This design comes from an exercise in tuning for small area and a short achievable clock period on the open sky130 flow, not from production work.
No functional check of the RTL was part of any run shown here.

==> flow/design.v (outline; a module is shown in full before it is edited, if it fits) <==
// module Subtractor: 1173 lines
module Subtractor(
    input clk,
    input rst,               
    input in_valid,
    input [1:0] sel,         
    input [15:0] a,
    input [15:0] b,
    output out_valid,
    output [3:0] LED,
    output [26:0] binary_out,
    output [55:0] seg
);
  // ...
==> flow/flow/run.sh <==
#!/bin/bash
# Layout flow: the standard ORFS flow (standard.sh) with three changes:
#  - synthesis skips the generic ABC pass inside Yosys's synth (SYNTH_ARGS=-noabc), so
#    extract_fa sees the adder cells' XOR/majority logic as written;
#  - the technology-mapping ABC script (flow/abc_area.script) maps for a delay target
#    and then sizes cells for it, instead of sizing every path for minimum delay;
#  - port buffers use the small buffer given in flow/port_buffer.txt.
set -euo pipefail
W=$(pwd)
mkdir -p "$W/scripts_x"
for f in "$FLOW_HOME"/scripts/*; do ln -sfn "$f" "$W/scripts_x/"; done
rm -f "$W/scripts_x/abc_area.script"
cp "$W/flow/abc_area.script" "$W/scripts_x/abc_area.script"
PB=$(cat "$W/flow/port_buffer.txt")
bash standard.sh SCRIPTS_DIR="$W/scripts_x" SYNTH_ARGS=-noabc "BUFFER_PORTS_ARGS=-buffer_cell $PB" finish > "$W/make_finish.log" 2>&1
==> flow/flow/abc_area.script <==
strash
dch -f
map -D 6500
topo
stime -c
buffer -c
upsize -c -D 6500
dnsize -c -D 6500
==> flow/flow/port_buffer.txt <==
sky130_fd_sc_hd__buf_2
==> flow/standard.sh <==
#!/bin/bash
# synth_recipe.tcl (not shown) runs the flow's synth.tcl, then flattens the netlist and writes it again
# the make line also repeats each setting of config.mk as NAME=value (left out here)
make -C /OpenROAD-flow-scripts/flow DESIGN_CONFIG=/design/flow/config.mk WORK_HOME=/design/flow/orfs CLKGATE_MAP_FILE= SYNTH_SCRIPT=/design/flow/synth_recipe.tcl "${@:-finish}"
==> flow/config.mk <==
export PLATFORM = sky130hd
export DESIGN_NAME = Subtractor
export DESIGN_NICKNAME = Subtractor
export VERILOG_FILES = /design/flow/design.v
export SDC_FILE = /design/flow/constraint.sdc
export NUM_CORES = 4
export LEC_CHECK = 0
export ABC_AREA = 1
export CAP_MARGIN = 20
export CORE_MARGIN = 2
export CORE_UTILIZATION = 60
export SLEW_MARGIN = 20
==> flow/constraint.sdc <==
create_clock -name core_clock -period 33.0 [get_ports {clk}]
set_input_delay 6.6000 -clock core_clock [delete_from_list [all_inputs] [get_ports {clk}]]
set_output_delay 6.6000 -clock core_clock [all_outputs]
set_load 0.01 [all_outputs]
==> impl_metrics.tcl, run 1 <==
set metrics [dict create \
    clkbuf_count 33 \
    gr-usage-met3 0.0378 \
    buffers_excl_clock 124 \
    global_route.usage.met2 0.447 \
    post_synth_instance_area_mm2 0.0171 \
    cp.arrival_ns 8.92 \
    clkLatencyLatePin_ns 0.54 \
    postPlaceCellArea_mm2 0.0181 \
    postSynth.topFlopCell "sky130_fd_sc_hd__dfxtp_1" \
    worstSetupPathDepth 6 \
    cts_made_buffers 24 \
    instances_no_fill 2685 \
    outcome "no timing/DRC/antenna violations" \
    source_of_the_worst_register_to_register_timing_path "S1[1]" \
    routed_wirelength_normalized_by_instance_count_um 14.1 \
    num_vias 14208 \
    synth_adder_area_share 0.249 \
    dr_wl_met2_um 18600 \
    max-cap-violations 0 \
    tritoncts "yes" \
    share_of_layout_cells_above_drive_strength_1 0.142 \
    cts-root-buf "sky130_fd_sc_hd__clkbuf_16" \
    yosysMostFrequentCell "sky130_fd_sc_hd__nor2_1" \
    fillCellCount 2423 \
    clockNetworkAreaShare 0.0407 \
]
==> run 2, diff against run 1 <==
==> flow/run.sh (new file) <==
#!/bin/bash
# synth_recipe.tcl (not shown) runs the flow's synth.tcl, then flattens the netlist and writes it again
# the make line also repeats each setting of config.mk as NAME=value (left out here)
make -C /OpenROAD-flow-scripts/flow DESIGN_CONFIG=/design/flow/config.mk WORK_HOME=/design/flow/orfs CLKGATE_MAP_FILE= SYNTH_SCRIPT=/design/flow/synth_recipe.tcl finish
removed: flow/flow/run.sh
removed: flow/flow/abc_area.script
removed: flow/flow/port_buffer.txt
removed: flow/standard.sh
==> impl_metrics.tcl, run 2 <==
set metrics [dict create \
    most_heavily_used_metal_layer_in_global_routing "met2" \
    cts_setup_buffers 0 \
    total_negative_setup_slack_ns 0 \
    drc_errors 0 \
    fillCellCount 2875 \
    area.sequential_mm2 0.00436 \
    outcome "no timing/DRC/antenna violations" \
    port_buffers 124 \
    floorplan.io_pins 125 \
    area_delta_synth_final_pct 12.2 \
    cell_type_contributing_the_most_total_cell_area_after_synthesis "sky130_fd_sc_hd__dfxtp_1" \
    timing.hold.worst.class "flip-flop to flip-flop" \
    wl_um 41800 \
    period_needed_ns 7.99 \
    rows 66 \
    final_net_count 3243 \
    number_of_antenna_violations_at_the_first_check_in_global_routing 0 \
    fp.dieW_um 186 \
    via_per_inst 5.05 \
    layout_commonest_cell "sky130_fd_sc_hd__nand2_1" \
    grt_remaining_overflow 0 \
    hold_slack_ns 0.315 \
    synth_nets 3154 \
    timing.max_slew.rel_slack 0.398 \
    grt_pass1_wl_um 71400 \
    critical_path.cell_chain "clkdlybuf4s50_1" \
    die_area_mm2 0.0345 \
    global_route.usage.met2 0.484 \
    timing_worst_slew_pin_value_ns 0.902 \
    floorplan.core_area_mm2 0.0325 \
    crit_family "buffers and inverters" \
    critical_path.n_buffers_inverters 1 \
    postSynth.asyncResetShare 0 \
    floorplan.die.height_um 186 \
    regMostFlops "seg_r" \
    max_freq_ghz 0.125 \
    synth_cell_types 55 \
    finalHoldViolCount 0 \
    timing.final.crit_share 0.242 \
    timing.critical_path.slowest_cell_delay_ns 0.56 \
    routed_wirelength_normalized_by_instance_count_um 12.3 \
    clock_sink_count 218 \
    post_synth_instance_area_mm2 0.0198 \
    share_of_layout_cells_above_drive_strength_1 0.0912 \
    synth.top_cells.by_area "sky130_fd_sc_hd__dfxtp_1 (22%), sky130_fd_sc_hd__fa_1 (19%), sky130_fd_sc_hd__nand2_1 (15%), sky130_fd_sc_hd__inv_1 (11%), sky130_fd_sc_hd__ha_1 (4.7%)" \
    number_of_instances_in_the_synthesized_netlist 2856 \
    report.final.slew_viol_count 0 \
    largest_reg_flops 56 \
    critical_path.endpoint_type "output pin" \
    cts-root-buf "sky130_fd_sc_hd__clkbuf_16" \
    startpoint_to_endpoint_class_of_the_critical_path "flip-flop to output pin" \
    initial_core_utilization 0.608 \
    placedCellCount 3361 \
    cts.clk_slew.worst_paths_ns 0.06 \
    synth_edf_count 0 \
    final.setup_skew_ns 0.0235 \
    cts.hold.buffers_added 0 \
    max-cap-violations 0 \
    cts_buffer_depth 3 \
    timing.critical_path.required_ns 26.40 \
    largest_registers "seg_r (56), R1 (27), bin_r (27)" \
    post_synth_most_frequent_cells "sky130_fd_sc_hd__nand2_1 (795), sky130_fd_sc_hd__inv_1 (599), sky130_fd_sc_hd__dfxtp_1 (218), sky130_fd_sc_hd__fa_1 (187), sky130_fd_sc_hd__nand3_1 (163)" \
    number_of_global_route_vias_before_repair 16610 \
    clkLatencyLatePin_ns 0.53 \
    timing.critical_path.from_type "flip-flop" \
    gr-usage-all-layers 0.250 \
    timing.critical_path.fanout_max 1 \
    area_taken_by_multi_input_logic_gates_mm2 0.0127 \
    ant_nets 0 \
    gr-usage-met3 0.0262 \
    unrepaired_setup_endpoints_after_global_routing "false" \
    drt_pre_antenna_iters 5 \
    grt_max_degree 34 \
    clock_tree.htree_level_count 1 \
    synthesis.yosys.warnings 1 \
    gp_routability_congestion 0.837 \
    postSynthAreaPerCell_um2 6.93 \
    tritoncts "yes" \
    cts_made_buffers 24 \
    postSynth.topFlopCell "sky130_fd_sc_hd__dfxtp_1" \
    post-synth-top-area-fraction 0.221 \
    cp.arrival_ns 1.39 \
    final-setup-viol-count 0 \
    layout.cells.most_common_list "sky130_fd_sc_hd__nand2_1 (795), sky130_fd_sc_hd__inv_1 (599), sky130_fd_sc_hd__dfxtp_1 (218)" \
    first_iter_violations 714 \
    num_vias 17178 \
    yosysMostFrequentCell "sky130_fd_sc_hd__nand2_1" \
    dpl.hpwl_um 32800 \
    postSynthRegisterBits 218 \
    antenna_cells_inserted 0 \
    cts_repair_resize_count 0 \
    synth-seq-area-share 0.221 \
    cp_slowest_cell "sky130_fd_sc_hd__clkdlybuf4s50_1" \
    grt_util_met1 0.282 \
    instances_no_fill 3402 \
]
==> run 2: cell count changes in the layout (fill, tap and decap cells not counted), moves of 23 or more <==
cell and change:
sky130_fd_sc_hd__nand2_2 +71, sky130_fd_sc_hd__o21ai_0 +39, sky130_fd_sc_hd__clkdlybuf4s50_1 +124, sky130_fd_sc_hd__buf_2 -124, sky130_fd_sc_hd__inv_1 +319, sky130_fd_sc_hd__nor2_1 -309, sky130_fd_sc_hd__a21oi_1 -33, sky130_fd_sc_hd__xor2_1 -79
sky130_fd_sc_hd__nor2_2 -23, sky130_fd_sc_hd__ha_1 +32, sky130_fd_sc_hd__nand2_1 +478, sky130_fd_sc_hd__a22oi_1 -27, sky130_fd_sc_hd__o21ai_1 +46, sky130_fd_sc_hd__nand3_1 +138
==> run 2: cell type report <==
type                            count  area share
Clock buffer                       32      0.0302
Clock inverter                      9     0.00778
Inverter                          672       0.114
Multi-Input combinational cell   1902       0.570
Sequential cell                   218       0.197
Tap cell                          442      0.0249
Timing Repair Buffer              127      0.0569
==> run 2: per-stage QoR <==
step	utilization	instance area [um2]	setup slack [ns]
finish	0.683	22200	25.01
global route	0.683	22200	24.96
CTS	0.683	22200	24.98
detailed placement	0.657	21400	24.87
global placement	0.657	21400	24.92
floorplan	-	19800	25.66
==> run 2: path summary, 6_finish.rpt <==
kind | to | slack [ns] | cells past startpoint | startpoint
max | binary_out[6] | 25.01 | 1 | bin_r[6]
min | bin_r[16] | 0.32 | 0 | R2[16]
max reg2reg | R1[26] | 26.57 | 25 | Ap[0]
min reg2reg | bin_r[16] | 0.32 | 0 | R2[16]
==> run 2: cells by family (layout without fill, tap and decap cells) <==
| logic type | count (synthesis) | after routing | share of synthesized area |
|---|---|---|---|
| AOI/OAI and AO/OA | 384 | 384 | 0.114 |
| xor gates and xnor gates | 48 | 48 | 0.0228 |
| adders and majority gates | 261 | 261 | 0.236 |
| buffers and inverters | 736 | 840 | 0.140 |
| DFF | 218 | 218 | 0.221 |
| and+or+nand+nor | 1209 | 1209 | 0.267 |
==> run 2: metal layers <==
metal / wire length (um) / part of all wire / vias up
li1: - / - / 8816
met1: 17000 / 0.41 / 7929
met2: 21600 / 0.52 / 347
met3: 1760 / 0.042 / 86
met4: 1470 / 0.035 / 0
met5: 0 / 0 / -

separate check: timing with driven ports:
The flow's constraints put no driver on any port. The routed layouts listed below were extracted and timed again, unchanged, in two steps. Step 1, drivers: a clkbuf_16 drives clk and a buf_2 each remaining input, both assumed. Step 2 times the ports against the registers' clock, not the clock port: input delays grow and output delays shrink by t, the midpoint of the rising clock arrivals with the driver on. a / b / c = ideal / step 1 / step 2; a / b = the first two.
| run | t, ns | slack for setup (ns) | worst setup path at the end | slew at the worst register clock pin (ns) | pins driven straight from the clock port |
|---|---|---|---|---|---|
| run 1 | 0.575 | 24.513 / 24.541 / 23.967 | input to register | 0.06 / 0.06 | 1 |
| run 2 | 0.577 | 25.010 / 24.955 / 24.834 | input to register | 0.06 / 0.06 | 1 |
After both steps setup and hold are still met in every run listed. For run 1, which loses most, drivers alone change the setup slack by +0.028 ns; drivers and shift together by -0.546 ns.
